This is an optimization exercise on Yosys and OpenROAD, whose aim is small area and a short achievable clock period, not a production implementation.
In this exercise RTL edits were held to simulation tests only and were not proved equivalent to the original.
Power figures rest on the tool's default switching activity, not on a simulated workload.

==> flow/design.v, too long to show whole: its modules and the start of the top module <==
// module simd_vector_mac: 4385 lines
module simd_vector_mac (
    input clk,
    input rst_n,
    input valid_i,
    input start_i,
    input last_i,
    input [63:0] A,
    input [63:0] B,
    output vector_mac_valid_o,
    output [37:0] vector_mac_data_o
);
  // ...
==> flow/flow/run.sh <==
#!/bin/bash
# Standard layout, with one netlist step between synthesis and floorplan: bubble2.py chooses the
# polarity of the full-adder cells, fa(~a,~b,~c) = ~fa(a,b,c), and of gates that have a
# complemented twin, so that the netlist needs fewer inverters. Registers are not touched.
# Port buffers are buf_2 cells instead of the delay cells buffer_ports picks by itself.
set -euo pipefail
R=$PWD/orfs/results/$FLOW_PLATFORM/simd_vector_mac/base
LIB=$FLOW_HOME/platforms/$FLOW_PLATFORM/lib/sky130_fd_sc_hd__tt_025C_1v80.lib
bash standard.sh "$R/1_2_yosys.v" > synth.log 2>&1
cp "$R/1_2_yosys.v" "$PWD/1_2_yosys_standard.v"
python3 flow/bubble2.py "$LIB" "$PWD/1_2_yosys_standard.v" "$R/1_2_yosys.v" > bubble.log 2>&1
export BUFFER_PORTS_ARGS="-buffer_cell sky130_fd_sc_hd__buf_2"
bash standard.sh finish > layout.log 2>&1
==> flow/flow/bubble2.py <==
#!/usr/bin/env python3
"""Choose the polarity of every full-adder cell in a flat sky130hd Yosys netlist so that the
netlist needs as few inverters as possible, then rebuild its inverters.

A full adder with all three inputs complemented gives both outputs complemented:
fa(~a, ~b, ~c) = (~sum, ~cout). Synthesis maps many adders in the inverted form and puts an
inverter on adder inputs and outputs. Here every inverter is taken out, each signal is traced to
its source with the parity of the inverters on the way, each adder gets a polarity (0: as it is,
1: all its pins complemented) from a local search, and one inverter is put back for each signal
that some pin needs complemented. Registers, ports and all other cells keep their function and
names; the netlist's function is unchanged.

Gates that have a complemented twin with the same inputs (nand2 and and2, o21ai and o21a, ...)
may also be swapped for their twin where that saves area, so that a signal can be had in either
polarity without an inverter.

usage: bubble2.py LIB IN.v OUT.v
"""
import random, re, sys

libtxt = open(sys.argv[1]).read()
LIB = {}
for m in re.finditer(r'cell\s*\(\s*"?(sky130_fd_sc_hd__\w+)"?\s*\)\s*\{', libtxt):
    nxt = libtxt.find("cell (", m.end())
    seg = libtxt[m.end(): nxt if nxt > 0 else len(libtxt)]
    area = float(re.search(r"area\s*:\s*([0-9.]+)", seg).group(1))
    pins = re.findall(r'pin\s*\(\s*"?(\w+)"?\s*\)\s*\{\s*[^}]*?direction\s*:\s*"?(\w+)"?', seg, re.S)
    LIB[m.group(1)] = (area, {p for p, d in pins if d == "input"}, [p for p, d in pins if d == "output"])
PAIRS = """and2 nand2 and3 nand3 and4 nand4 or2 nor2 or3 nor3 or4 nor4 xor2 xnor2 xor3 xnor3
and2b nand2b and3b nand3b and4b nand4b and4bb nand4bb or2b nor2b or3b nor3b or4b nor4b or4bb nor4bb
a21o a21oi a211o a211oi a2111o a2111oi a21bo a21boi a22o a22oi a221o a221oi a2bb2o a2bb2oi
a311o a311oi a31o a31oi a32o a32oi a41o a41oi o21a o21ai o211a o211ai o2111a o2111ai o21ba o21bai
o221a o221ai o22a o22ai o2bb2a o2bb2ai o311a o311ai o31a o31ai o32a o32ai o41a o41ai mux2 mux2i""".split()
TWIN = {}
for i in range(0, len(PAIRS), 2):
    TWIN[PAIRS[i]] = PAIRS[i + 1]
    TWIN[PAIRS[i + 1]] = PAIRS[i]
P = "sky130_fd_sc_hd__"


def twin_of(typ):
    """The complemented twin cell of typ (same drive if the library has it), or None."""
    mm = re.match(P + r"(\w+?)_(\d+)$", typ)
    if not mm or mm.group(1) not in TWIN or typ not in LIB:
        return None
    base = P + TWIN[mm.group(1)]
    for size in (mm.group(2), "1", "2", "0", "4"):
        t = f"{base}_{size}"
        if t in LIB and LIB[t][1] == LIB[typ][1] and len(LIB[t][2]) == 1 and len(LIB[typ][2]) == 1:
            return t
    return None


src = open(sys.argv[2]).read()
OUT_PINS = {"Y", "X", "SUM", "COUT", "Q", "Q_N", "HI", "LO"}
FA_IN = ("A", "B", "CIN")
INV = "sky130_fd_sc_hd__inv_1"

m = re.search(r"module\s+(\w+)\s*\((.*?)\);(.*)endmodule", src, re.S)
top, portlist, body = m.group(1), m.group(2), m.group(3)
decls, assigns, cells, order, ports = [], [], {}, [], set()
for st in re.split(r";\s*\n", body):
    s = st.strip()
    if not s:
        continue
    if re.match(r"(input|output|inout|wire)\b", s):
        decls.append(s + " ;")
        mm = re.match(r"(input|output|inout)\s+(\[[^\]]*\]\s*)?(\S+)", s)
        if mm:
            ports.add(mm.group(3))
        continue
    if s.startswith("assign"):
        assigns.append(s + " ;")
        continue
    mm = re.match(r"(\S+)\s+(\S+)\s*\((.*)\)\s*$", s, re.S)
    if not mm:
        raise SystemExit("cannot parse: " + s[:200])
    typ, name, conns = mm.groups()
    pins = {pm.group(1): pm.group(2).strip() for pm in re.finditer(r"\.(\w+)\(([^()]*)\)", conns)}
    cells[name] = [typ, pins]
    order.append(name)
if assigns:
    raise SystemExit("netlist has assign statements; not handled")


def is_port(net):
    return re.sub(r"\[\d+\]$", "", net) in ports


driver = {}
for c in order:
    for p, net in cells[c][1].items():
        if p in OUT_PINS:
            driver[net] = c

# removable inverters: every inverter whose output is not a port
inv = {c for c in order if cells[c][0].startswith(("sky130_fd_sc_hd__inv_", "sky130_fd_sc_hd__clkinv_"))
       and not is_port(cells[c][1]["Y"])}
fas = [c for c in order if cells[c][0].startswith("sky130_fd_sc_hd__fa_")]
fixed = {c for c in fas if any(is_port(cells[c][1][p]) for p in ("SUM", "COUT"))}
flip_ok = [c for c in fas if c not in fixed]


def root(net):
    par = 0
    while net in driver and driver[net] in inv:
        net = cells[driver[net]][1]["A"]
        par ^= 1
    return net, par


# loads: every input pin of a kept cell, as (root, parity)
loads = {}          # root -> list of (cell, pin, parity)
pinroot = {}        # (cell, pin) -> (root, parity)
for c in order:
    if c in inv:
        continue
    for p, net in cells[c][1].items():
        if p in OUT_PINS or net.startswith("1'"):
            continue
        r, q = root(net)
        loads.setdefault(r, []).append((c, p, q))
        pinroot[(c, p)] = (r, q)
# inverter outputs that reach nothing are dropped with the inverter

isfa = set(fas)
twin = {}
for c in order:
    if c in inv or c in isfa:
        continue
    t = twin_of(cells[c][0])
    if t and not any(is_port(n) for p, n in cells[c][1].items() if p in OUT_PINS):
        twin[c] = t
var = flip_ok + list(twin)
pol = {c: 0 for c in var}
INV_AREA = LIB[INV][0]
swap_cost = {c: LIB[t][0] - LIB[cells[c][0]][0] for c, t in twin.items()}


def avail(r):
    return pol.get(driver.get(r), 0)


def need(c, p, q):
    return q ^ (pol[c] if (c in isfa and p in FA_IN and c in pol) else 0)


def cost(r):
    a = avail(r)
    return INV_AREA if any(need(c, p, q) != a for (c, p, q) in loads.get(r, ())) else 0.0


def outs(c):
    return [n for p, n in cells[c][1].items() if p in OUT_PINS]


def touched(f):
    rs = set(outs(f))
    if f in isfa:
        for p in FA_IN:
            if (f, p) in pinroot:
                rs.add(pinroot[(f, p)][0])
    return rs


def own(f):
    return swap_cost.get(f, 0.0) * pol[f]


def total():
    return sum(cost(r) for r in loads) + sum(own(c) for c in twin)


start = total()
# Seed the search: adders joined sum/carry to input want p_g = p_f ^ parity; set them by a
# breadth-first walk over those joins, then try each connected group in both polarities.
adj = {f: [] for f in flip_ok}
for r, ls in loads.items():
    f = driver.get(r)
    if f not in adj:
        continue
    for (g, p, q) in ls:
        if g in adj and p in FA_IN and g != f:
            adj[f].append((g, q))
            adj[g].append((f, q))
seen = set()
groups = []
for s0 in flip_ok:
    if s0 in seen:
        continue
    seen.add(s0)
    comp_l = [s0]
    pol[s0] = 0
    queue = [s0]
    while queue:
        f = queue.pop()
        for g, q in adj[f]:
            if g not in seen:
                seen.add(g)
                pol[g] = pol[f] ^ q
                comp_l.append(g)
                queue.append(g)
    groups.append(comp_l)
seeded = total()
for comp_l in groups:
    before = total()
    for f in comp_l:
        pol[f] ^= 1
    if total() >= before:
        for f in comp_l:
            pol[f] ^= 1
if total() > start:
    for f in flip_ok:
        pol[f] = 0
start_seeded = total()
best, best_pol = start_seeded, dict(pol)
cur = start_seeded
rng = random.Random(1)
for it in range(80):
    rng.shuffle(var)
    improved = False
    for f in var:
        rs = touched(f)
        before = sum(cost(r) for r in rs) + own(f)
        pol[f] ^= 1
        after = sum(cost(r) for r in rs) + own(f)
        d = after - before
        if d < -1e-9 or (abs(d) < 1e-9 and rng.random() < 0.3):
            cur += d
            if d < -1e-9:
                improved = True
        else:
            pol[f] ^= 1
    if cur < best - 1e-9:
        best, best_pol = cur, dict(pol)
    if not improved and it > 30:
        break
pol = best_pol
for c, t in twin.items():
    if pol[c]:
        pins = cells[c][1]
        (op,) = [p for p in pins if p in OUT_PINS]
        net = pins.pop(op)
        pins[LIB[t][2][0]] = net
        cells[c][0] = t

# rebuild
newdecl, k = [], [0]
comp = {}


def complement(r):
    if r not in comp:
        k[0] += 1
        nn = f"_bubn{k[0]}_"
        newdecl.append(f"wire {nn};")
        ci = f"_bubinv{k[0]}_"
        cells[ci] = [INV, {"A": r, "Y": nn}]
        order.append(ci)
        comp[r] = nn
    return comp[r]


for c in list(order):
    if c in inv or c not in cells:
        continue
    typ, pins = cells[c]
    for p in list(pins):
        if (c, p) not in pinroot:
            continue
        r, q = pinroot[(c, p)]
        pins[p] = r if need(c, p, q) == avail(r) else complement(r)
for c in inv:
    del cells[c]

n_inv0 = len(inv)
sys.stderr.write(f"bubble2: {len(fas)} adders, {sum(pol[c] for c in flip_ok)} flipped, "
                 f"{sum(pol[c] for c in twin)} of {len(twin)} gates swapped for their twin, "
                 f"inverters {n_inv0} -> {len(comp)} (area cost {start:.1f}, seeded {start_seeded:.1f}, "
                 f"{len(groups)} groups, final {best:.1f})\n")

out = [f"module {top}({portlist});"]
out += ["  " + d for d in decls]
out += ["  " + d for d in newdecl]
for name in order:
    if name not in cells:
        continue
    typ, pins = cells[name]
    conn = ",\n".join(f"    .{p}({n}{' ' if n.startswith(chr(92)) else ''})" for p, n in pins.items())
    out.append(f"  {typ} {name} (\n{conn}\n  );")
out.append("endmodule")
open(sys.argv[3], "w").write("\n".join(out) + "\n")
==> flow/standard.sh <==
#!/bin/bash
# synth_recipe.tcl (not shown) runs the flow's synth.tcl, then flattens the netlist and writes it again
# the make line also repeats each setting of config.mk as NAME=value (left out here)
make -C /OpenROAD-flow-scripts/flow DESIGN_CONFIG=/design/flow/config.mk WORK_HOME=/design/flow/orfs CLKGATE_MAP_FILE= SYNTH_SCRIPT=/design/flow/synth_recipe.tcl "${@:-finish}"
==> flow/config.mk <==
export PLATFORM = sky130hd
export DESIGN_NAME = simd_vector_mac
export DESIGN_NICKNAME = simd_vector_mac
export VERILOG_FILES = /design/flow/design.v
export SDC_FILE = /design/flow/constraint.sdc
export NUM_CORES = 4
export LEC_CHECK = 0
export ABC_AREA = 1
export CAP_MARGIN = 20
export CORE_MARGIN = 2
export CORE_UTILIZATION = 40
export SETUP_SLACK_MARGIN = 1.8
export SLEW_MARGIN = 20
==> flow/constraint.sdc <==
create_clock -name core_clock -period 4.5 [get_ports {clk}]
set_input_delay 0.9000 -clock core_clock [delete_from_list [all_inputs] [get_ports {clk}]]
set_output_delay 0.9000 -clock core_clock [all_outputs]
set_load 0.01 [all_outputs]
==> results.toml, run 1 <==
[run_status]
status = "no timing/DRC/antenna violations"

[finish]
clkbuf_count = 64
regMostFlops = "acc"
multi_input_area_share = 0.631
final_cell_mix = "dfxtp_1, fa_1, nand2_1, xor2_1, inv_1"
instances_no_fill = 4766
seq_cells = 409

[pwr]
p_seq_frac = 0.174
p_int_w = 0.0207
p_sw_w = 0.0195
comb_power_share = 0.718

[sta]
worst_pin_slew_ps = 919
setup_ws_ps = 1140
max_freq_mhz = 297
rsz0062_at_grt = "yes"

[grt]
grtUsageTotal = 0.281
grt_overflow_total = 0

[clock_network]
clk_pin_slew_ps = 60
root_buffer = "clkbuf_16"
clk_latency_ps = 610

[synthesis]
syn_area_um2 = 34000
syn_area_per_cell_um2 = 9.92

[worst_setup_path]
cp_num_buf_inv = 2
endpoint = "acc[23]$_DFF_P_"

[routing]
dr.pass1.iters = 5
wirelength_met1_mm = 51.2
dr_wl_met2_mm = 54.7
top_layer = "met4"

[die]
nWellTaps = 1134
==> run 2: changes to the inputs <==
--- a/flow/design.v
+++ b/flow/design.v
@@ -646,21 +646,20 @@
     wire bp633;
     wire bp634;
     wire bp635;
     wire bp636;
     wire bp637;
     wire bp638;
     wire bp639;
     wire bn640;
-    logic [37:0] acc;
-    logic acc_cy;
+    logic [37:0] acc_s, acc_c;   
     wire acc_zero = s_p[2] | clr[2];   
-    wire [37:0] acc_g = acc_zero ? '0 : acc;
-    wire cy_g = acc_zero ? 1'b0 : acc_cy;
+    wire [37:0] as_g = acc_zero ? '0 : acc_s;
+    wire [37:0] ac_g = acc_zero ? '0 : acc_c;
     wire s641;
     wire c642;
     wire s643;
     wire c644;
     wire s645;
     wire c646;
     wire s647;
     wire c648;
@@ -2177,16 +2176,68 @@
     wire s1793;
     wire c1794;
     wire s1795;
     wire c1796;
     wire s1797;
     wire c1798;
     wire s1799;
     wire c1800;
+    wire s1801;
+    wire c1802;
+    wire s1803;
+    wire c1804;
+    wire s1805;
+    wire c1806;
+    wire s1807;
+    wire c1808;
+    wire s1809;
+    wire c1810;
+    wire s1811;
+    wire c1812;
+    wire s1813;
+    wire c1814;
+    wire s1815;
+    wire c1816;
+    wire s1817;
+    wire c1818;
+    wire s1819;
+    wire c1820;
+    wire s1821;
+    wire c1822;
+    wire s1823;
+    wire c1824;
+    wire s1825;
+    wire c1826;
+    wire s1827;
+    wire c1828;
+    wire s1829;
+    wire c1830;
+    wire s1831;
+    wire c1832;
+    wire s1833;
+    wire c1834;
+    wire s1835;
+    wire c1836;
+    wire s1837;
+    wire c1838;
+    wire s1839;
+    wire c1840;
+    wire s1841;
+    wire c1842;
+    wire s1843;
+    wire c1844;
+    wire s1845;
+    wire c1846;
+    wire s1847;
+    wire c1848;
+    wire s1849;
+    wire c1850;
+    wire s1851;
+    wire c1852;
     wire [63:0] a_g = A;
     assign one1 = B[0] ^ 1'b0;
     assign two2 = (B[1] & ~B[0] & ~1'b0) | (~B[1] & B[0] & 1'b0);
     assign bp3 = ((one1 & a_g[0]) | (two2 & 1'b0)) ^ B[1];
     assign bp4 = ((one1 & a_g[1]) | (two2 & a_g[0])) ^ B[1];
     assign bp5 = ((one1 & a_g[2]) | (two2 & a_g[1])) ^ B[1];
     assign bp6 = ((one1 & a_g[3]) | (two2 & a_g[2])) ^ B[1];
     assign bp7 = ((one1 & a_g[4]) | (two2 & a_g[3])) ^ B[1];
@@ -3820,176 +3871,228 @@
     assign s1635 = s1585 ^ c1508 ^ c1584;
     assign c1636 = (s1585 & c1508) | (s1585 & c1584) | (c1508 & c1584);
     assign s1637 = s1587 ^ c1510 ^ c1512;
     assign c1638 = (s1587 & c1510) | (s1587 & c1512) | (c1510 & c1512);
     assign s1639 = s1589 ^ c1514 ^ c1588;
     assign c1640 = (s1589 & c1514) | (s1589 & c1588) | (c1514 & c1588);
     assign s1641 = s1521 ^ c1520 ^ c1594;
     assign c1642 = (s1521 & c1520) | (s1521 & c1594) | (c1520 & c1594);
-    assign s1643 = t6_0 ^ t6_1 ^ acc_g[0];
-    assign c1644 = (t6_0 & t6_1) | (t6_0 & acc_g[0]) | (t6_1 & acc_g[0]);
-    assign s1645 = t6_6 ^ t6_7 ^ t6_8;
-    assign c1646 = (t6_6 & t6_7) | (t6_6 & t6_8) | (t6_7 & t6_8);
-    assign s1647 = t6_9 ^ t6_10 ^ acc_g[6];
-    assign c1648 = (t6_9 & t6_10) | (t6_9 & acc_g[6]) | (t6_10 & acc_g[6]);
-    assign s1649 = t6_11 ^ t6_12 ^ acc_g[7];
-    assign c1650 = (t6_11 & t6_12) | (t6_11 & acc_g[7]) | (t6_12 & acc_g[7]);
-    assign s1651 = t6_13 ^ t6_14 ^ acc_g[8];
-    assign c1652 = (t6_13 & t6_14) | (t6_13 & acc_g[8]) | (t6_14 & acc_g[8]);
-    assign s1653 = t6_15 ^ t6_16 ^ acc_g[9];
-    assign c1654 = (t6_15 & t6_16) | (t6_15 & acc_g[9]) | (t6_16 & acc_g[9]);
-    assign s1655 = t6_17 ^ t6_18 ^ acc_g[10];
-    assign c1656 = (t6_17 & t6_18) | (t6_17 & acc_g[10]) | (t6_18 & acc_g[10]);
-    assign s1657 = t6_19 ^ t6_20 ^ t6_21;
-    assign c1658 = (t6_19 & t6_20) | (t6_19 & t6_21) | (t6_20 & t6_21);
-    assign s1659 = t6_23 ^ t6_24 ^ t6_25;
-    assign c1660 = (t6_23 & t6_24) | (t6_23 & t6_25) | (t6_24 & t6_25);
-    assign s1661 = t6_26 ^ t6_27 ^ t6_28;
-    assign c1662 = (t6_26 & t6_27) | (t6_26 & t6_28) | (t6_27 & t6_28);
-    assign s1663 = t6_29 ^ t6_30 ^ t6_31;
-    assign c1664 = (t6_29 & t6_30) | (t6_29 & t6_31) | (t6_30 & t6_31);
-    assign s1665 = t6_32 ^ t6_33 ^ t6_34;
-    assign c1666 = (t6_32 & t6_33) | (t6_32 & t6_34) | (t6_33 & t6_34);
-    assign s1667 = t6_35 ^ t6_36 ^ t6_37;
-    assign c1668 = (t6_35 & t6_36) | (t6_35 & t6_37) | (t6_36 & t6_37);
-    assign s1669 = t6_38 ^ t6_39 ^ t6_40;
-    assign c1670 = (t6_38 & t6_39) | (t6_38 & t6_40) | (t6_39 & t6_40);
-    assign s1671 = t6_41 ^ t6_42 ^ acc_g[17];
-    assign c1672 = (t6_41 & t6_42) | (t6_41 & acc_g[17]) | (t6_42 & acc_g[17]);
-    assign s1673 = t6_43 ^ t6_44 ^ t6_45;
-    assign c1674 = (t6_43 & t6_44) | (t6_43 & t6_45) | (t6_44 & t6_45);
-    assign s1675 = t6_46 ^ t6_47 ^ t6_48;
-    assign c1676 = (t6_46 & t6_47) | (t6_46 & t6_48) | (t6_47 & t6_48);
-    assign s1677 = t6_49 ^ t6_50 ^ acc_g[19];
-    assign c1678 = (t6_49 & t6_50) | (t6_49 & acc_g[19]) | (t6_50 & acc_g[19]);
-    assign s1679 = t6_51 ^ t6_52 ^ t6_53;
-    assign c1680 = (t6_51 & t6_52) | (t6_51 & t6_53) | (t6_52 & t6_53);
-    assign s1681 = t6_54 ^ t6_55 ^ t6_56;
-    assign c1682 = (t6_54 & t6_55) | (t6_54 & t6_56) | (t6_55 & t6_56);
-    assign s1683 = t6_57 ^ t6_58 ^ t6_59;
-    assign c1684 = (t6_57 & t6_58) | (t6_57 & t6_59) | (t6_58 & t6_59);
-    assign s1685 = t6_61 ^ t6_62 ^ t6_63;
-    assign c1686 = (t6_61 & t6_62) | (t6_61 & t6_63) | (t6_62 & t6_63);
-    assign s1687 = t6_64 ^ t6_65 ^ acc_g[24];
-    assign c1688 = (t6_64 & t6_65) | (t6_64 & acc_g[24]) | (t6_65 & acc_g[24]);
-    assign s1689 = t6_66 ^ t6_67 ^ acc_g[25];
-    assign c1690 = (t6_66 & t6_67) | (t6_66 & acc_g[25]) | (t6_67 & acc_g[25]);
-    assign s1691 = t6_68 ^ t6_69 ^ t6_70;
-    assign c1692 = (t6_68 & t6_69) | (t6_68 & t6_70) | (t6_69 & t6_70);
-    assign s1693 = t6_71 ^ t6_72 ^ acc_g[27];
-    assign c1694 = (t6_71 & t6_72) | (t6_71 & acc_g[27]) | (t6_72 & acc_g[27]);
-    assign s1695 = t6_73 ^ t6_74 ^ t6_75;
-    assign c1696 = (t6_73 & t6_74) | (t6_73 & t6_75) | (t6_74 & t6_75);
-    assign s1697 = t6_76 ^ t6_77 ^ acc_g[29];
-    assign c1698 = (t6_76 & t6_77) | (t6_76 & acc_g[29]) | (t6_77 & acc_g[29]);
-    assign s1699 = t6_79 ^ t6_80 ^ t6_81;
-    assign c1700 = (t6_79 & t6_80) | (t6_79 & t6_81) | (t6_80 & t6_81);
-    assign s1701 = s1657 ^ t6_22;
-    assign c1702 = s1657 & t6_22;
-    assign s1703 = s1659 ^ acc_g[12];
-    assign c1704 = s1659 & acc_g[12];
-    assign s1705 = s1661 ^ acc_g[13];
-    assign c1706 = s1661 & acc_g[13];
-    assign s1707 = s1663 ^ acc_g[14];
-    assign c1708 = s1663 & acc_g[14];
-    assign s1709 = s1665 ^ acc_g[15];
-    assign c1710 = s1665 & acc_g[15];
-    assign s1711 = s1667 ^ acc_g[16];
-    assign c1712 = s1667 & acc_g[16];
-    assign s1713 = s1669 ^ s1671;
-    assign c1714 = s1669 & s1671;
-    assign s1715 = s1673 ^ acc_g[18] ^ c1670;
-    assign c1716 = (s1673 & acc_g[18]) | (s1673 & c1670) | (acc_g[18] & c1670);
-    assign s1717 = s1675 ^ s1677 ^ cy_g;
-    assign c1718 = (s1675 & s1677) | (s1675 & cy_g) | (s1677 & cy_g);
-    assign s1719 = s1679 ^ acc_g[20] ^ c1676;
-    assign c1720 = (s1679 & acc_g[20]) | (s1679 & c1676) | (acc_g[20] & c1676);
-    assign s1721 = s1681 ^ acc_g[21];
-    assign c1722 = s1681 & acc_g[21];
-    assign s1723 = s1683 ^ t6_60 ^ acc_g[22];
-    assign c1724 = (s1683 & t6_60) | (s1683 & acc_g[22]) | (t6_60 & acc_g[22]);
-    assign s1725 = s1685 ^ acc_g[23];
-    assign c1726 = s1685 & acc_g[23];
-    assign s1727 = t6_2 ^ acc_g[1];
-    assign c1728 = t6_2 & acc_g[1];
-    assign s1729 = t6_3 ^ acc_g[2];
-    assign c1730 = t6_3 & acc_g[2];
-    assign s1731 = t6_4 ^ acc_g[3];
-    assign c1732 = t6_4 & acc_g[3];
-    assign s1733 = t6_5 ^ acc_g[4];
-    assign c1734 = t6_5 & acc_g[4];
-    assign s1735 = s1645 ^ acc_g[5];
-    assign c1736 = s1645 & acc_g[5];
-    assign s1737 = s1647 ^ c1646;
-    assign c1738 = s1647 & c1646;
-    assign s1739 = s1649 ^ c1648;
-    assign c1740 = s1649 & c1648;
-    assign s1741 = s1651 ^ c1650;
-    assign c1742 = s1651 & c1650;
-    assign s1743 = s1653 ^ c1652;
-    assign c1744 = s1653 & c1652;
-    assign s1745 = s1655 ^ c1654;
-    assign c1746 = s1655 & c1654;
-    assign s1747 = s1701 ^ acc_g[11] ^ c1656;
-    assign c1748 = (s1701 & acc_g[11]) | (s1701 & c1656) | (acc_g[11] & c1656);
-    assign s1749 = s1703 ^ c1658 ^ c1702;
-    assign c1750 = (s1703 & c1658) | (s1703 & c1702) | (c1658 & c1702);
-    assign s1751 = s1705 ^ c1660 ^ c1704;
-    assign c1752 = (s1705 & c1660) | (s1705 & c1704) | (c1660 & c1704);
-    assign s1753 = s1707 ^ c1662 ^ c1706;
-    assign c1754 = (s1707 & c1662) | (s1707 & c1706) | (c1662 & c1706);
-    assign s1755 = s1709 ^ c1664 ^ c1708;
-    assign c1756 = (s1709 & c1664) | (s1709 & c1708) | (c1664 & c1708);
-    assign s1757 = s1711 ^ c1666 ^ c1710;
-    assign c1758 = (s1711 & c1666) | (s1711 & c1710) | (c1666 & c1710);
-    assign s1759 = s1713 ^ c1668 ^ c1712;
-    assign c1760 = (s1713 & c1668) | (s1713 & c1712) | (c1668 & c1712);
-    assign s1761 = s1715 ^ c1672 ^ c1714;
-    assign c1762 = (s1715 & c1672) | (s1715 & c1714) | (c1672 & c1714);
-    assign s1763 = s1717 ^ c1674 ^ c1716;
-    assign c1764 = (s1717 & c1674) | (s1717 & c1716) | (c1674 & c1716);
-    assign s1765 = s1719 ^ c1678 ^ c1718;
-    assign c1766 = (s1719 & c1678) | (s1719 & c1718) | (c1678 & c1718);
-    assign s1767 = s1721 ^ c1680 ^ c1720;
-    assign c1768 = (s1721 & c1680) | (s1721 & c1720) | (c1680 & c1720);
-    assign s1769 = s1723 ^ c1682 ^ c1722;
-    assign c1770 = (s1723 & c1682) | (s1723 & c1722) | (c1682 & c1722);
-    assign s1771 = s1725 ^ c1684 ^ c1724;
-    assign c1772 = (s1725 & c1684) | (s1725 & c1724) | (c1684 & c1724);
-    assign s1773 = s1687 ^ c1686 ^ c1726;
-    assign c1774 = (s1687 & c1686) | (s1687 & c1726) | (c1686 & c1726);
-    assign s1775 = s1689 ^ c1688;
-    assign c1776 = s1689 & c1688;
-    assign s1777 = s1691 ^ acc_g[26] ^ c1690;
-    assign c1778 = (s1691 & acc_g[26]) | (s1691 & c1690) | (acc_g[26] & c1690);
-    assign s1779 = s1693 ^ c1692;
-    assign c1780 = s1693 & c1692;
-    assign s1781 = s1695 ^ acc_g[28] ^ c1694;
-    assign c1782 = (s1695 & acc_g[28]) | (s1695 & c1694) | (acc_g[28] & c1694);
-    assign s1783 = s1697 ^ c1696;
-    assign c1784 = s1697 & c1696;
-    assign s1785 = t6_78 ^ acc_g[30] ^ c1698;
-    assign c1786 = (t6_78 & acc_g[30]) | (t6_78 & c1698) | (acc_g[30] & c1698);
-    assign s1787 = s1699 ^ acc_g[31];
-    assign c1788 = s1699 & acc_g[31];
-    assign s1789 = t6_82 ^ acc_g[32] ^ c1700;
-    assign c1790 = (t6_82 & acc_g[32]) | (t6_82 & c1700) | (acc_g[32] & c1700);
-    assign s1791 = t6_83 ^ acc_g[33];
-    assign c1792 = t6_83 & acc_g[33];
-    assign s1793 = t6_84 ^ acc_g[34];
-    assign c1794 = t6_84 & acc_g[34];
-    assign s1795 = t6_85 ^ acc_g[35];
-    assign c1796 = t6_85 & acc_g[35];
-    assign s1797 = t6_86 ^ acc_g[36];
-    assign c1798 = t6_86 & acc_g[36];
-    assign s1799 = t6_87 ^ acc_g[37];
-    assign c1800 = t6_87 & acc_g[37];
-    wire [37:0] row0 = {s1799, s1797, s1795, s1793, s1791, s1789, s1787, s1785, s1783, s1781, s1779, s1777, s1775, s1773, s1771, s1769, s1767, s1765, s1763, s1761, s1759, s1757, s1755, s1753, s1751, s1749, s1747, s1745, s1743, s1741, s1739, s1737, s1735, s1733, s1731, s1729, s1727, s1643};
-    wire [37:0] row1 = {c1798, c1796, c1794, c1792, c1790, c1788, c1786, c1784, c1782, c1780, c1778, c1776, c1774, c1772, c1770, c1768, c1766, c1764, c1762, c1760, c1758, c1756, c1754, c1752, c1750, c1748, c1746, c1744, c1742, c1740, c1738, c1736, c1734, c1732, c1730, c1728, c1644, 1'b0};
+    assign s1643 = t6_0 ^ t6_1 ^ as_g[0];
+    assign c1644 = (t6_0 & t6_1) | (t6_0 & as_g[0]) | (t6_1 & as_g[0]);
+    assign s1645 = t6_2 ^ as_g[1] ^ ac_g[1];
+    assign c1646 = (t6_2 & as_g[1]) | (t6_2 & ac_g[1]) | (as_g[1] & ac_g[1]);
+    assign s1647 = t6_3 ^ as_g[2] ^ ac_g[2];
+    assign c1648 = (t6_3 & as_g[2]) | (t6_3 & ac_g[2]) | (as_g[2] & ac_g[2]);
+    assign s1649 = t6_4 ^ as_g[3] ^ ac_g[3];
+    assign c1650 = (t6_4 & as_g[3]) | (t6_4 & ac_g[3]) | (as_g[3] & ac_g[3]);
+    assign s1651 = t6_5 ^ as_g[4] ^ ac_g[4];
+    assign c1652 = (t6_5 & as_g[4]) | (t6_5 & ac_g[4]) | (as_g[4] & ac_g[4]);
+    assign s1653 = t6_6 ^ t6_7 ^ t6_8;
+    assign c1654 = (t6_6 & t6_7) | (t6_6 & t6_8) | (t6_7 & t6_8);
+    assign s1655 = t6_9 ^ t6_10 ^ as_g[6];
+    assign c1656 = (t6_9 & t6_10) | (t6_9 & as_g[6]) | (t6_10 & as_g[6]);
+    assign s1657 = t6_11 ^ t6_12 ^ as_g[7];
+    assign c1658 = (t6_11 & t6_12) | (t6_11 & as_g[7]) | (t6_12 & as_g[7]);
+    assign s1659 = t6_13 ^ t6_14 ^ as_g[8];
+    assign c1660 = (t6_13 & t6_14) | (t6_13 & as_g[8]) | (t6_14 & as_g[8]);
+    assign s1661 = t6_15 ^ t6_16 ^ as_g[9];
+    assign c1662 = (t6_15 & t6_16) | (t6_15 & as_g[9]) | (t6_16 & as_g[9]);
+    assign s1663 = t6_17 ^ t6_18 ^ as_g[10];
+    assign c1664 = (t6_17 & t6_18) | (t6_17 & as_g[10]) | (t6_18 & as_g[10]);
+    assign s1665 = t6_19 ^ t6_20 ^ t6_21;
+    assign c1666 = (t6_19 & t6_20) | (t6_19 & t6_21) | (t6_20 & t6_21);
+    assign s1667 = t6_22 ^ as_g[11] ^ ac_g[11];
+    assign c1668 = (t6_22 & as_g[11]) | (t6_22 & ac_g[11]) | (as_g[11] & ac_g[11]);
+    assign s1669 = t6_23 ^ t6_24 ^ t6_25;
+    assign c1670 = (t6_23 & t6_24) | (t6_23 & t6_25) | (t6_24 & t6_25);
+    assign s1671 = t6_26 ^ t6_27 ^ t6_28;
+    assign c1672 = (t6_26 & t6_27) | (t6_26 & t6_28) | (t6_27 & t6_28);
+    assign s1673 = t6_29 ^ t6_30 ^ t6_31;
+    assign c1674 = (t6_29 & t6_30) | (t6_29 & t6_31) | (t6_30 & t6_31);
+    assign s1675 = t6_32 ^ t6_33 ^ t6_34;
+    assign c1676 = (t6_32 & t6_33) | (t6_32 & t6_34) | (t6_33 & t6_34);
+    assign s1677 = t6_35 ^ t6_36 ^ t6_37;
+    assign c1678 = (t6_35 & t6_36) | (t6_35 & t6_37) | (t6_36 & t6_37);
+    assign s1679 = t6_38 ^ t6_39 ^ t6_40;
+    assign c1680 = (t6_38 & t6_39) | (t6_38 & t6_40) | (t6_39 & t6_40);
+    assign s1681 = t6_41 ^ t6_42 ^ as_g[17];
+    assign c1682 = (t6_41 & t6_42) | (t6_41 & as_g[17]) | (t6_42 & as_g[17]);
+    assign s1683 = t6_43 ^ t6_44 ^ t6_45;
+    assign c1684 = (t6_43 & t6_44) | (t6_43 & t6_45) | (t6_44 & t6_45);
+    assign s1685 = t6_46 ^ t6_47 ^ t6_48;
+    assign c1686 = (t6_46 & t6_47) | (t6_46 & t6_48) | (t6_47 & t6_48);
+    assign s1687 = t6_49 ^ t6_50 ^ as_g[19];
+    assign c1688 = (t6_49 & t6_50) | (t6_49 & as_g[19]) | (t6_50 & as_g[19]);
+    assign s1689 = t6_51 ^ t6_52 ^ t6_53;
+    assign c1690 = (t6_51 & t6_52) | (t6_51 & t6_53) | (t6_52 & t6_53);
+    assign s1691 = t6_54 ^ t6_55 ^ t6_56;
+    assign c1692 = (t6_54 & t6_55) | (t6_54 & t6_56) | (t6_55 & t6_56);
+    assign s1693 = t6_57 ^ t6_58 ^ t6_59;
+    assign c1694 = (t6_57 & t6_58) | (t6_57 & t6_59) | (t6_58 & t6_59);
+    assign s1695 = t6_60 ^ as_g[22] ^ ac_g[22];
+    assign c1696 = (t6_60 & as_g[22]) | (t6_60 & ac_g[22]) | (as_g[22] & ac_g[22]);
+    assign s1697 = t6_61 ^ t6_62 ^ t6_63;
+    assign c1698 = (t6_61 & t6_62) | (t6_61 & t6_63) | (t6_62 & t6_63);
+    assign s1699 = t6_64 ^ t6_65 ^ as_g[24];
+    assign c1700 = (t6_64 & t6_65) | (t6_64 & as_g[24]) | (t6_65 & as_g[24]);
+    assign s1701 = t6_66 ^ t6_67 ^ as_g[25];
+    assign c1702 = (t6_66 & t6_67) | (t6_66 & as_g[25]) | (t6_67 & as_g[25]);
+    assign s1703 = t6_68 ^ t6_69 ^ t6_70;
+    assign c1704 = (t6_68 & t6_69) | (t6_68 & t6_70) | (t6_69 & t6_70);
+    assign s1705 = t6_71 ^ t6_72 ^ as_g[27];
+    assign c1706 = (t6_71 & t6_72) | (t6_71 & as_g[27]) | (t6_72 & as_g[27]);
+    assign s1707 = t6_73 ^ t6_74 ^ t6_75;
+    assign c1708 = (t6_73 & t6_74) | (t6_73 & t6_75) | (t6_74 & t6_75);
+    assign s1709 = t6_76 ^ t6_77 ^ as_g[29];
+    assign c1710 = (t6_76 & t6_77) | (t6_76 & as_g[29]) | (t6_77 & as_g[29]);
+    assign s1711 = t6_78 ^ as_g[30] ^ ac_g[30];
+    assign c1712 = (t6_78 & as_g[30]) | (t6_78 & ac_g[30]) | (as_g[30] & ac_g[30]);
+    assign s1713 = t6_79 ^ t6_80 ^ t6_81;
+    assign c1714 = (t6_79 & t6_80) | (t6_79 & t6_81) | (t6_80 & t6_81);
+    assign s1715 = t6_82 ^ as_g[32] ^ ac_g[32];
+    assign c1716 = (t6_82 & as_g[32]) | (t6_82 & ac_g[32]) | (as_g[32] & ac_g[32]);
+    assign s1717 = t6_83 ^ as_g[33] ^ ac_g[33];
+    assign c1718 = (t6_83 & as_g[33]) | (t6_83 & ac_g[33]) | (as_g[33] & ac_g[33]);
+    assign s1719 = t6_84 ^ as_g[34] ^ ac_g[34];
+    assign c1720 = (t6_84 & as_g[34]) | (t6_84 & ac_g[34]) | (as_g[34] & ac_g[34]);
+    assign s1721 = t6_85 ^ as_g[35] ^ ac_g[35];
+    assign c1722 = (t6_85 & as_g[35]) | (t6_85 & ac_g[35]) | (as_g[35] & ac_g[35]);
+    assign s1723 = t6_86 ^ as_g[36] ^ ac_g[36];
+    assign c1724 = (t6_86 & as_g[36]) | (t6_86 & ac_g[36]) | (as_g[36] & ac_g[36]);
+    assign s1725 = t6_87 ^ as_g[37] ^ ac_g[37];
+    assign c1726 = (t6_87 & as_g[37]) | (t6_87 & ac_g[37]) | (as_g[37] & ac_g[37]);
+    assign s1727 = s1653 ^ as_g[5] ^ ac_g[5];
+    assign c1728 = (s1653 & as_g[5]) | (s1653 & ac_g[5]) | (as_g[5] & ac_g[5]);
+    assign s1729 = s1655 ^ ac_g[6] ^ c1654;
+    assign c1730 = (s1655 & ac_g[6]) | (s1655 & c1654) | (ac_g[6] & c1654);
+    assign s1731 = s1657 ^ ac_g[7] ^ c1656;
+    assign c1732 = (s1657 & ac_g[7]) | (s1657 & c1656) | (ac_g[7] & c1656);
+    assign s1733 = s1659 ^ ac_g[8] ^ c1658;
+    assign c1734 = (s1659 & ac_g[8]) | (s1659 & c1658) | (ac_g[8] & c1658);
+    assign s1735 = s1661 ^ ac_g[9] ^ c1660;
+    assign c1736 = (s1661 & ac_g[9]) | (s1661 & c1660) | (ac_g[9] & c1660);
+    assign s1737 = s1663 ^ ac_g[10] ^ c1662;
+    assign c1738 = (s1663 & ac_g[10]) | (s1663 & c1662) | (ac_g[10] & c1662);
+    assign s1739 = s1665 ^ s1667 ^ c1664;
+    assign c1740 = (s1665 & s1667) | (s1665 & c1664) | (s1667 & c1664);
+    assign s1741 = s1669 ^ as_g[12] ^ ac_g[12];
+    assign c1742 = (s1669 & as_g[12]) | (s1669 & ac_g[12]) | (as_g[12] & ac_g[12]);
+    assign s1743 = s1671 ^ as_g[13] ^ ac_g[13];
+    assign c1744 = (s1671 & as_g[13]) | (s1671 & ac_g[13]) | (as_g[13] & ac_g[13]);
+    assign s1745 = s1673 ^ as_g[14] ^ ac_g[14];
+    assign c1746 = (s1673 & as_g[14]) | (s1673 & ac_g[14]) | (as_g[14] & ac_g[14]);
+    assign s1747 = s1675 ^ as_g[15] ^ ac_g[15];
+    assign c1748 = (s1675 & as_g[15]) | (s1675 & ac_g[15]) | (as_g[15] & ac_g[15]);
+    assign s1749 = s1677 ^ as_g[16] ^ ac_g[16];
+    assign c1750 = (s1677 & as_g[16]) | (s1677 & ac_g[16]) | (as_g[16] & ac_g[16]);
+    assign s1751 = s1679 ^ s1681 ^ ac_g[17];
+    assign c1752 = (s1679 & s1681) | (s1679 & ac_g[17]) | (s1681 & ac_g[17]);
+    assign s1753 = s1683 ^ as_g[18] ^ ac_g[18];
+    assign c1754 = (s1683 & as_g[18]) | (s1683 & ac_g[18]) | (as_g[18] & ac_g[18]);
+    assign s1755 = s1685 ^ s1687 ^ ac_g[19];
+    assign c1756 = (s1685 & s1687) | (s1685 & ac_g[19]) | (s1687 & ac_g[19]);
+    assign s1757 = s1689 ^ as_g[20] ^ ac_g[20];
+    assign c1758 = (s1689 & as_g[20]) | (s1689 & ac_g[20]) | (as_g[20] & ac_g[20]);
+    assign s1759 = s1691 ^ as_g[21] ^ ac_g[21];
+    assign c1760 = (s1691 & as_g[21]) | (s1691 & ac_g[21]) | (as_g[21] & ac_g[21]);
+    assign s1761 = s1693 ^ s1695 ^ c1692;
+    assign c1762 = (s1693 & s1695) | (s1693 & c1692) | (s1695 & c1692);
+    assign s1763 = s1697 ^ as_g[23] ^ ac_g[23];
+    assign c1764 = (s1697 & as_g[23]) | (s1697 & ac_g[23]) | (as_g[23] & ac_g[23]);
+    assign s1765 = s1699 ^ ac_g[24] ^ c1698;
+    assign c1766 = (s1699 & ac_g[24]) | (s1699 & c1698) | (ac_g[24] & c1698);
+    assign s1767 = s1701 ^ ac_g[25] ^ c1700;
+    assign c1768 = (s1701 & ac_g[25]) | (s1701 & c1700) | (ac_g[25] & c1700);
+    assign s1769 = s1703 ^ as_g[26] ^ ac_g[26];
+    assign c1770 = (s1703 & as_g[26]) | (s1703 & ac_g[26]) | (as_g[26] & ac_g[26]);
+    assign s1771 = s1705 ^ ac_g[27] ^ c1704;
+    assign c1772 = (s1705 & ac_g[27]) | (s1705 & c1704) | (ac_g[27] & c1704);
+    assign s1773 = s1707 ^ as_g[28] ^ ac_g[28];
+    assign c1774 = (s1707 & as_g[28]) | (s1707 & ac_g[28]) | (as_g[28] & ac_g[28]);
+    assign s1775 = s1709 ^ ac_g[29] ^ c1708;
+    assign c1776 = (s1709 & ac_g[29]) | (s1709 & c1708) | (ac_g[29] & c1708);
+    assign s1777 = s1713 ^ as_g[31] ^ ac_g[31];
+    assign c1778 = (s1713 & as_g[31]) | (s1713 & ac_g[31]) | (as_g[31] & ac_g[31]);
+    assign s1779 = s1741 ^ c1666;
+    assign c1780 = s1741 & c1666;
+    assign s1781 = s1743 ^ c1670;
+    assign c1782 = s1743 & c1670;
+    assign s1783 = s1745 ^ c1672;
+    assign c1784 = s1745 & c1672;
+    assign s1785 = s1747 ^ c1674;
+    assign c1786 = s1747 & c1674;
+    assign s1787 = s1749 ^ c1676;
+    assign c1788 = s1749 & c1676;
+    assign s1789 = s1751 ^ c1678;
+    assign c1790 = s1751 & c1678;
+    assign s1791 = s1753 ^ c1680 ^ c1682;
+    assign c1792 = (s1753 & c1680) | (s1753 & c1682) | (c1680 & c1682);
+    assign s1793 = s1755 ^ c1684;
+    assign c1794 = s1755 & c1684;
+    assign s1795 = s1757 ^ c1686 ^ c1688;
+    assign c1796 = (s1757 & c1686) | (s1757 & c1688) | (c1686 & c1688);
+    assign s1797 = s1759 ^ c1690;
+    assign c1798 = s1759 & c1690;
+    assign s1799 = s1763 ^ c1694;
+    assign c1800 = s1763 & c1694;
+    assign s1801 = s1779 ^ c1668;
+    assign c1802 = s1779 & c1668;
+    assign s1803 = s1781 ^ c1742 ^ c1780;
+    assign c1804 = (s1781 & c1742) | (s1781 & c1780) | (c1742 & c1780);
+    assign s1805 = s1783 ^ c1744 ^ c1782;
+    assign c1806 = (s1783 & c1744) | (s1783 & c1782) | (c1744 & c1782);
+    assign s1807 = s1785 ^ c1746 ^ c1784;
+    assign c1808 = (s1785 & c1746) | (s1785 & c1784) | (c1746 & c1784);
+    assign s1809 = s1787 ^ c1748 ^ c1786;
+    assign c1810 = (s1787 & c1748) | (s1787 & c1786) | (c1748 & c1786);
+    assign s1811 = s1789 ^ c1750 ^ c1788;
+    assign c1812 = (s1789 & c1750) | (s1789 & c1788) | (c1750 & c1788);
+    assign s1813 = s1791 ^ c1752 ^ c1790;
+    assign c1814 = (s1791 & c1752) | (s1791 & c1790) | (c1752 & c1790);
+    assign s1815 = s1793 ^ c1754 ^ c1792;
+    assign c1816 = (s1793 & c1754) | (s1793 & c1792) | (c1754 & c1792);
+    assign s1817 = s1795 ^ c1756 ^ c1794;
+    assign c1818 = (s1795 & c1756) | (s1795 & c1794) | (c1756 & c1794);
+    assign s1819 = s1797 ^ c1758 ^ c1796;
+    assign c1820 = (s1797 & c1758) | (s1797 & c1796) | (c1758 & c1796);
+    assign s1821 = s1761 ^ c1760 ^ c1798;
+    assign c1822 = (s1761 & c1760) | (s1761 & c1798) | (c1760 & c1798);
+    assign s1823 = s1799 ^ c1696 ^ c1762;
+    assign c1824 = (s1799 & c1696) | (s1799 & c1762) | (c1696 & c1762);
+    assign s1825 = s1765 ^ c1764 ^ c1800;
+    assign c1826 = (s1765 & c1764) | (s1765 & c1800) | (c1764 & c1800);
+    assign s1827 = s1767 ^ c1766;
+    assign c1828 = s1767 & c1766;
+    assign s1829 = s1769 ^ c1702 ^ c1768;
+    assign c1830 = (s1769 & c1702) | (s1769 & c1768) | (c1702 & c1768);
+    assign s1831 = s1771 ^ c1770;
+    assign c1832 = s1771 & c1770;
+    assign s1833 = s1773 ^ c1706 ^ c1772;
+    assign c1834 = (s1773 & c1706) | (s1773 & c1772) | (c1706 & c1772);
+    assign s1835 = s1775 ^ c1774;
+    assign c1836 = s1775 & c1774;
+    assign s1837 = s1711 ^ c1710 ^ c1776;
+    assign c1838 = (s1711 & c1710) | (s1711 & c1776) | (c1710 & c1776);
+    assign s1839 = s1777 ^ c1712;
+    assign c1840 = s1777 & c1712;
+    assign s1841 = s1715 ^ c1714 ^ c1778;
+    assign c1842 = (s1715 & c1714) | (s1715 & c1778) | (c1714 & c1778);
+    assign s1843 = s1717 ^ c1716;
+    assign c1844 = s1717 & c1716;
+    assign s1845 = s1719 ^ c1718;
+    assign c1846 = s1719 & c1718;
+    assign s1847 = s1721 ^ c1720;
+    assign c1848 = s1721 & c1720;
+    assign s1849 = s1723 ^ c1722;
+    assign c1850 = s1723 & c1722;
+    assign s1851 = s1725 ^ c1724;
+    assign c1852 = s1725 & c1724;
+    wire [37:0] row0 = {s1851, s1849, s1847, s1845, s1843, s1841, s1839, s1837, s1835, s1833, s1831, s1829, s1827, s1825, s1823, s1821, s1819, s1817, s1815, s1813, s1811, s1809, s1807, s1805, s1803, s1801, s1739, s1737, s1735, s1733, s1731, s1729, s1727, s1651, s1649, s1647, s1645, s1643};
+    wire [37:0] row1 = {c1850, c1848, c1846, c1844, c1842, c1840, c1838, c1836, c1834, c1832, c1830, c1828, c1826, c1824, c1822, c1820, c1818, c1816, c1814, c1812, c1810, c1808, c1806, c1804, c1802, c1740, c1738, c1736, c1734, c1732, c1730, c1728, c1652, c1650, c1648, c1646, c1644, ac_g[0]};
     assign v_p[0] = valid_i;
     assign s_p[0] = valid_i & start_i;
     assign l_p[0] = valid_i & last_i;
     assign clr[0] = 1'b0;
     always_ff @(posedge clk or negedge rst_n)
         if (!rst_n) begin
             v_p[2:1] <= '0;
             s_p[2:1] <= '0;
@@ -4364,22 +4467,27 @@
         t6_81 <= c1642 & v_p[1];
         t6_82 <= c1414 & v_p[1];
         t6_83 <= v_p[1];
         t6_84 <= v_p[1];
         t6_85 <= v_p[1];
         t6_86 <= v_p[1];
         t6_87 <= v_p[1];
     end
-    wire [19:0] lo_n = row0[18:0] + row1[18:0];
-    wire [18:0] hi_n = row0[37:19] + row1[37:19];
     always_ff @(posedge clk) begin
-        acc <= {hi_n, lo_n[18:0]};
-        acc_cy <= lo_n[19];
+        acc_s <= row0;
+        acc_c <= row1;
     end
-    wire [37:0] acc_val = {acc[37:19] + {18'd0, acc_cy}, acc[18:0]};
-    logic res_v;
+    logic [37:0] res_d;
+    logic res_v, out_v;
     always_ff @(posedge clk or negedge rst_n)
-        if (!rst_n) res_v <= 1'b0;
-        else        res_v <= l_p[2];
-    assign vector_mac_valid_o = res_v;
-    assign vector_mac_data_o = acc_val;
+        if (!rst_n) begin
+            res_v <= 1'b0;
+            out_v <= 1'b0;
+        end else begin
+            res_v <= l_p[2];
+            out_v <= res_v;
+        end
+    always_ff @(posedge clk)
+        res_d <= acc_s + acc_c;
+    assign vector_mac_valid_o = out_v;
+    assign vector_mac_data_o = res_d;
 endmodule
--- a/flow/config.mk
+++ b/flow/config.mk
@@ -4,10 +4,11 @@
 export VERILOG_FILES = /design/flow/design.v
 export SDC_FILE = /design/flow/constraint.sdc
 export NUM_CORES = 4
 export LEC_CHECK = 0
 export ABC_AREA = 1
 export CAP_MARGIN = 20
 export CORE_MARGIN = 2
 export CORE_UTILIZATION = 40
+export PLACE_DENSITY = 0.8
 export SETUP_SLACK_MARGIN = 1.8
 export SLEW_MARGIN = 20
==> run 2 against run 1 <==
- still clean
- global-route usage fell by 1.2 points
- via count increased by 7.2%
- core utilization is 1.2 points lower
- power shrank 7.2%
- routed wire length is 2.0% higher
- clock skew decreased by 14 ps
- critical path type unchanged
- largest cell class unchanged
- highest routed layer is now met5
==> results.toml, run 2 <==
[sta]
rsz0062_at_grt = "yes"
worst_pin_slew_ps = 848
setup_viol_count_final = 0
slew_violations = 0
max_freq_mhz = 361
min_period_ps = 2770
period_share = 0.616
slew_headroom = 0.434
setup_tns_ps = 0
hold_violations = 0
skew_ps = 24.5

[routing]
wl_per_cell_um = 25.1
drt_first_iter_violations = 3443
drt-total-wl_mm = 125
top_layer = "met5"
antenna_left = 0
dr_total_vias = 27700
vias_per_cell = 5.56
dr.pass1.iters = 5
dr_wl_met2_mm = 55.5
wirelength_met1_mm = 45.5
route.detailed.drc = 0
routed-wl-met3_mm = 13.1

[place]
io_buffers = 171
gp_congestion = 1.01
hpwl_mm = 95.9
placed_cell_area_um2 = 38900

[die]
die_w_um = 303
pin_count = 172
die_area_um2 = 92100
core_um2 = 88600
die_h_um = 303
start_util = 0.405
fp-row-count = 109

[worst_setup_path]
critPathMaxFanout = 1
endpoint_kind = "flop"
critical_path_class = "flop to flop"
reg2reg_from = "t2_259$_DFF_P_"
timing.rr.end = "t6_71$_DFF_P_"
crit_start = "t2_259$_DFF_P_"
ff2ff_setup_slack_ps = 1730
worst-endpoint-arrival_ps = 3300
cp-start-kind = "flop"
rr_worst_depth = 6
cp_data_required_time_ps = 5020

[finish]
post-route-util = 0.480
layout-drive-gt1-share = 0.237
fin_nets = 4523
area_delta_synth_final_pct = 18.7
final_common_cell = "fa_1"
fin_area_um2 = 42600
largestRegisters = "acc_s (38), res_d (38), acc_c (37)"
final_cell_mix = "fa_1, dfxtp_1, inv_1, xor2_1, o22ai_1"

[pwr]
powerDensity_nw_per_um2 = 877
p_leak_nw = 18.2
ir_drop_v = 0.00110

[clock_network]
numClockSinks = 484
root_buffer = "clkbuf_16"
clk_pin_slew_ps = 70
htree_levels = 2
clk_path_buf_depth = 3
numCtsBuffers = 53
cts_tree = "done"
clk_latency_ps = 610

[synthesis]
syn_area_um2 = 35900
synth_nets = 4385
syn_area_per_cell_um2 = 9.87
syn_inst = 3635
yosysWarnings = 1

[grt]
grt_overflow_total = 0
grtUsageTotal = 0.269
grt_start_max_net_pins = 48
first_global_vias = 28100
antenna_found_initial = 3
grt_pass1_wl_mm = 182

[flow_run]
maxCapViolCount = 0

[min_path]
hold_path.class = "input pin to async pin"

[run_status]
status = "no timing/DRC/antenna violations"
## run 2: critical path, stage by stage (launching register included)
cell and delay, ps:
dfxtp_1 370, fa_1 570, fa_1 460, fa_1 490, fa_2 640, inv_1 60, nor2_1 100
## run 2: power by group
part	total (W)	internal [W]	switching, W
logic	0.0247	0.0104	0.0143
registers	0.00810	0.00651	0.00159
clock network	0.00451	0.00260	0.00190
## run 2: stage by stage
| stage | worst slack (ps) | hold WS, ps | total power [W] | instances |
|---|---|---|---|---|
| 2_1_floorplan | 1530 | 324 | 0.0218 | 3635 |
| 3_3_place_gp | 706 | 335 | 0.0303 | 4801 |
| 3_5_place_dp | 718 | 339 | 0.0311 | 4801 |
| 4_1_cts | 1760 | 107 | 0.0361 | 4949 |
| 5_1_grt | 1700 | 140 | 0.0400 | 4983 |
| 6_report | 1730 | 144 | 0.0373 | 4983 |
## run 2: worst max-delay path by stage
stage                      to  slack, ps  depth (start not counted)
2_1_floorplan  t2_195$_DFF_P_       1530                         11
3_3_place_gp   t2_259$_DFF_P_        710                          9
3_5_place_dp   t2_259$_DFF_P_        720                          9
4_1_cts         t6_71$_DFF_P_       1760                          6
5_1_grt         t6_71$_DFF_P_       1700                          6
6_report        t6_71$_DFF_P_       1730                          6
## run 2: layout make-up
cell class | count | area (um^2)
antenna | 1 | 2.50
clock buffer | 65 | 1450
clock inverter | 34 | 354
fill | 7996 | 46100
inverter | 440 | 1880
multi-input combinational | 2510 | 25600
sequential | 484 | 9790
tap | 1165 | 1460
timing repair buffer | 283 | 2040
timing repair inverter | 1 | 5.00
## run 2: layer usage
metal  GRT usage  up-vias
li1            -    11900
met1       0.336    13600
met2       0.419     1776
met3      0.0584      452
met4       0.181        4
met5           0        -
## run 2: timing repair
action                     CTS  global route
buffers inserted            47            31
gates cloned                 2             2
pin swaps                   30            74
hold buffers                 0             0
setup endpoints to repair  256           117
resized for setup          110           175
==> run 3: changes to the inputs <==
--- a/flow/config.mk
+++ b/flow/config.mk
@@ -11,4 +11,4 @@
 export CORE_UTILIZATION = 40
 export PLACE_DENSITY = 0.8
-export SETUP_SLACK_MARGIN = 1.8
+export SETUP_SLACK_MARGIN = 1.7
 export SLEW_MARGIN = 20
==> run 3 against run 2 <==
- count of clock-buffer cells in the layout up 8
- non-clock buffer count is 42 lower
- sequential share of layout area increased by 0.61 points
- sequential power about the same
- routed wire length is 2.1% lower
- final cell count is 0.82% lower
- critical endpoint is now t6_51$_DFF_P_
- largest cell class unchanged
==> results.toml, run 3 <==
[grt]
use_met1 = 0.336
grt_pass1_wl_mm = 178
grt_overflow_total = 0
grt_util_met2 = 0.408
grt_start_max_net_pins = 80
grt_util_met3 = 0.0597
grt-busiest-layer = "met2"
grtUsageTotal = 0.264
antenna_found_initial = 8
first_global_vias = 27600

[die]
core_um2 = 88600
pin_count = 172
die_h_um = 303
die_w_um = 303
die_area_um2 = 92100
start_util = 0.405
fp-row-count = 109

[clock_network]
numCtsBuffers = 53
root_buffer = "clkbuf_16"
cts_tree = "done"
htree_levels = 2
clk_pin_slew_ps = 60
numClockSinks = 484
ctsHoldBuffers = 0
clk_path_buf_depth = 3
clk_latency_ps = 640

[worst_setup_path]
cp-start-kind = "flop"
critPathMaxFanout = 1
endpoint_kind = "flop"
critical_path_class = "flop to flop"
cp_data_required_time_ps = 5020
worst-endpoint-arrival_ps = 3370

[routing]
vias_per_cell = 5.57
dr_total_vias = 27500
drt_first_iter_violations = 3124
route.detailed.drc = 0
antenna_left = 0
wl_per_cell_um = 24.8
drt-total-wl_mm = 122
dr.pass1.iters = 8

[finish]
area_delta_synth_final_pct = 15.2
final_common_cell = "fa_1"
post-route-util = 0.466
layout-drive-gt1-share = 0.172
fin_nets = 4482
fillers = 8096
largestRegisters = "acc_s (38), res_d (38), acc_c (37)"
fin_area_um2 = 41300
final_cell_mix = "fa_1, dfxtp_1, inv_1, o22ai_1, xor2_1"

[sta]
min_period_ps = 2850
hold_violations = 0
setup_tns_ps = 0
period_share = 0.634
setup_viol_count_final = 0
slew_headroom = 0.358
rsz0062_at_grt = "yes"
skew_ps = 39.0
slew_violations = 0
max_freq_mhz = 351
worst_pin_slew_ps = 953

[place]
io_buffers = 171
placed_cell_area_um2 = 38400
gp_congestion = 1.02
hpwl_mm = 94.6

[synthesis]
synth_nets = 4385
yosysWarnings = 1
syn_inst = 3635
syn_area_um2 = 35900
syn_area_per_cell_um2 = 9.87

[run_status]
status = "no timing/DRC/antenna violations"

[min_path]
hold_path.class = "input pin to async pin"

[pwr]
ir_drop_v = 0.000999
p_leak_nw = 17.9
powerDensity_nw_per_um2 = 904

[flow_run]
maxCapViolCount = 0
-- run 3: where the power goes --
part           internal (W)  switching, W  total, W
logic                0.0102        0.0145    0.0247
registers           0.00649       0.00158   0.00807
clock network       0.00271       0.00190   0.00461
total                0.0194        0.0180    0.0373
-- run 3: what timing repair did --
action	in CTS	in global routing
gates cloned	2	2
gates resized for setup	45	97
setup buffers	33	12
endpoints found under the setup margin	222	129
pin swaps	8	18
-- run 3: path summary, 6_finish.rpt --
path / slack, ps / start / to / cells after the start
min in group core_clock: 340 / s_p[1]$_DFF_PN0_ / s_p[2]$_DFF_PN0_ / 0
worst min-delay path: 130 / rst_n / out_v$_DFF_PN0_ / 1
worst min register to register: 340 / s_p[1]$_DFF_PN0_ / s_p[2]$_DFF_PN0_ / 0
worst max-delay path: 1650 / t2_197$_DFF_P_ / t6_51$_DFF_P_ / 6
max in group asynchronous: 4120 / rst_n / clr[1]$_DFF_PN1_ / 1
worst max register to register: 1650 / t2_197$_DFF_P_ / t6_51$_DFF_P_ / 6
-- run 3: layout make-up --
cell class	instances	area [um^2]	share of cell area
antenna	2	5.00	0.000121
clock buffer	73	1510	0.0366
clock inverter	25	333	0.00806
inverter	440	1770	0.0429
multi-input combinational	2511	24900	0.602
sequential	484	9750	0.236
tap	1165	1460	0.0353
timing repair buffer	241	1590	0.0384
timing repair inverter	1	5.00	0.000121
-- run 3: metal layers --
metal  routed length (um)  up-vias
met1                45100    13500
li1                     -    11800
met3                13400      400
met4                 9310       10
met5                  137        -
met2                54400     1760
-- run 3: through the flow --
step / worst slack, ps / instances / power [W] / hold WS [ps]
floorplan: 1530 / 3635 / 0.0217 / 324
global placement: 445 / 4793 / 0.0302 / 335
detailed placement: 436 / 4793 / 0.0312 / 337
CTS: 1590 / 4926 / 0.0362 / 94.7
global route: 1680 / 4941 / 0.0399 / 125
finish: 1650 / 4942 / 0.0373 / 131
-- run 3: worst max-delay path, stage by stage, from the launching register on --
cell	delay, ps
dfxtp_1	440
fa_1	480
fa_1	570
fa_1	460
fa_1	590
inv_1	60
nor2_1	130
==> run 4: changes to the inputs <==
--- a/flow/config.mk
+++ b/flow/config.mk
@@ -7,8 +7,8 @@
 export LEC_CHECK = 0
 export ABC_AREA = 1
-export CAP_MARGIN = 20
+export CAP_MARGIN = 5
 export CORE_MARGIN = 2
 export CORE_UTILIZATION = 40
 export PLACE_DENSITY = 0.8
-export SETUP_SLACK_MARGIN = 1.7
-export SLEW_MARGIN = 20
+export SETUP_SLACK_MARGIN = 1.8
+export SLEW_MARGIN = 5
==> run 4 against run 3 <==
- sequential power is essentially flat
- clock skew is 15 ps lower
- via count increased by 0.65%
- area after synthesis stayed put
- global-route usage rose by 0.54 points
- sequential share of layout area decreased by 0.61 points
- combinational power hardly changed
- power hardly changed
- largest power group unchanged
==> results.toml, run 4 <==
[routing]
drt-total-wl_mm = 125
drt_first_iter_violations = 3443
antenna_left = 0
dr.pass1.iters = 5
vias_per_cell = 5.56
route.detailed.drc = 0
wl_per_cell_um = 25.1
dr_total_vias = 27700

[clock_network]
root_buffer = "clkbuf_16"
numClockSinks = 484
numCtsBuffers = 53
clk_path_buf_depth = 3
clk_latency_ps = 610
cts_tree = "done"
clk_pin_slew_ps = 70
htree_levels = 2

[grt]
grt_overflow_total = 0
first_global_vias = 28100
antenna_found_initial = 3
grt_pass1_wl_mm = 182
grtUsageTotal = 0.269
grt_start_max_net_pins = 48

[place]
hpwl_mm = 95.9
gp_congestion = 1.01
io_buffers = 171
preCtsSetupSlack_ps = 718

[sta]
min_period_ps = 2770
slew_headroom = 0.434
skew_ps = 24.5
worst_pin_slew_ps = 848
setup_tns_ps = 0
holdWs_ps = 144
period_share = 0.616
slew_violations = 0
max_freq_mhz = 361
hold_violations = 0
setup_viol_count_final = 0
setup_ws_ps = 1730
rsz0062_at_grt = "yes"

[die]
die_area_um2 = 92100
die_w_um = 303
fp-row-count = 109
die_h_um = 303
pin_count = 172
core_um2 = 88600
start_util = 0.405

[worst_setup_path]
endpoint_kind = "flop"
worst-endpoint-arrival_ps = 3300
cp_data_required_time_ps = 5020
crit_path_max_incr_delay_ps = 640
ff2ff_setup_slack_ps = 1730
crit_chain = "fa_1, fa_1, fa_1, fa_2, inv_1, nor2_1"
cpLargestDelayFamily = "adder cells"
timing.rr.end = "t6_71$_DFF_P_"
critical_path_class = "flop to flop"
reg2reg_from = "t2_259$_DFF_P_"
cp-start-kind = "flop"
crit_top_cell = "fa_1"
rr_worst_depth = 6
cp_slowest_cell = "fa_2"
critPathMaxFanout = 1
cp_num_buf_inv = 1

[synthesis]
syn_area_um2 = 35900
syn_area_per_cell_um2 = 9.87
synth_nets = 4385
syn_inst = 3635
yosysWarnings = 1

[finish]
final_cell_mix = "fa_1, dfxtp_1, inv_1, xor2_1, o22ai_1"
layout-drive-gt1-share = 0.237
fin_nets = 4523
post-route-util = 0.480
final_common_cell = "fa_1"
fillers = 7996
largestRegisters = "acc_s (38), res_d (38), acc_c (37)"
area_delta_synth_final_pct = 18.7

[min_path]
hold_path.class = "input pin to async pin"

[pwr]
ir_drop_v = 0.00110
powerDensity_nw_per_um2 = 877
p_leak_nw = 18.2
finalPower_w = 0.0373

[flow_run]
maxCapViolCount = 0

[run_status]
status = "no timing/DRC/antenna violations"
-- run 4: repair_timing --
| item | in CTS | in global routing |
|---|---|---|
| setup endpoints to repair | 256 | 117 |
| endpoints found under the hold margin | 0 | 0 |
| buffers inserted | 47 | 31 |
| pin swaps | 30 | 74 |
| cloned | 2 | 2 |
| gates resized for setup | 110 | 175 |
| hold buffers | 0 | 0 |
-- run 4: power by group --
group	switching [W]	internal (W)	total, W
Sequential	0.00159	0.00651	0.00810
Clock	0.00190	0.00260	0.00451
Combinational	0.0143	0.0104	0.0247
-- run 4: worst max-delay path by stage --
stage / from / end / slack [ps] / cells after the start
after global routing: t2_259$_DFF_P_ / t6_71$_DFF_P_ / 1700 / 6
after detailed placement: B[13] / t2_259$_DFF_P_ / 720 / 9
final: t2_259$_DFF_P_ / t6_71$_DFF_P_ / 1730 / 6
after global placement: B[13] / t2_259$_DFF_P_ / 710 / 9
after CTS: t2_259$_DFF_P_ / t6_71$_DFF_P_ / 1760 / 6
after floorplan: B[39] / t2_195$_DFF_P_ / 1530 / 11
-- run 4: layer usage --
| layer | vias up | GRT usage | part of all wire |
|---|---|---|---|
| met5 | - | 0 | 0.00023 |
| met4 | 4 | 0.181 | 0.087 |
| met3 | 452 | 0.0584 | 0.11 |
| met2 | 1776 | 0.419 | 0.44 |
| met1 | 13600 | 0.336 | 0.36 |
| li1 | 11900 | - | - |
-- run 4: layout make-up --
type	count	area, um^2	share of cell area
Antenna cell	1	2.50	0.0000588
Clock inverter	34	354	0.00832
Timing Repair inverter	1	5.00	0.000118
Multi-Input combinational cell	2510	25600	0.601
Sequential cell	484	9790	0.230
Tap cell	1165	1460	0.0342
Inverter	440	1880	0.0443
Timing Repair Buffer	283	2040	0.0479
Clock buffer	65	1450	0.0341
-- run 4: per-stage QoR --
step / instance area [um^2] / instances
4_1_cts: 41600 / 4949
2_1_floorplan: 37800 / 3635
3_5_place_dp: 38900 / 4801
3_3_place_gp: 38900 / 4801
5_1_grt: 42600 / 4983
6_report: 42600 / 4983

==> re-timing with driven ports <==
In the flow no input, the clock included, has a driving cell. The finished layouts below were timed again as built, in two steps. Step 1 (the two cells are an assumption about what drives the block):
set clk [get_ports {clk}]
set_driving_cell -lib_cell sky130_fd_sc_hd__clkbuf_16 $clk
set_driving_cell -lib_cell sky130_fd_sc_hd__buf_2 [delete_from_list [all_inputs] $clk]
Step 2 times the ports against the registers' clock, not the clock port: input delays grow and output delays shrink by t, the midpoint of the rising clock arrivals with the driver on. Slacks: ideal ports / drivers / drivers and shift; pairs: ideal ports / drivers.
| run | shift t [ns] | setup slack, ns | worst setup path after step 2 |
|---|---|---|---|
| run 1 | 0.655 | 1.136 / 1.136 / 1.130 | input to register |
| run 2 | 0.663 | 1.729 / 1.729 / 1.151 | input to register |
| run 3 | 0.682 | 1.649 / 1.649 / 1.042 | input to register |
| run 4 | 0.663 | 1.729 / 1.729 / 1.151 | input to register |
After both steps every run listed still meets setup and hold. The setup slack of run 3, which loses most, moves by 0.000 ns with the drivers and by -0.607 ns with both steps.
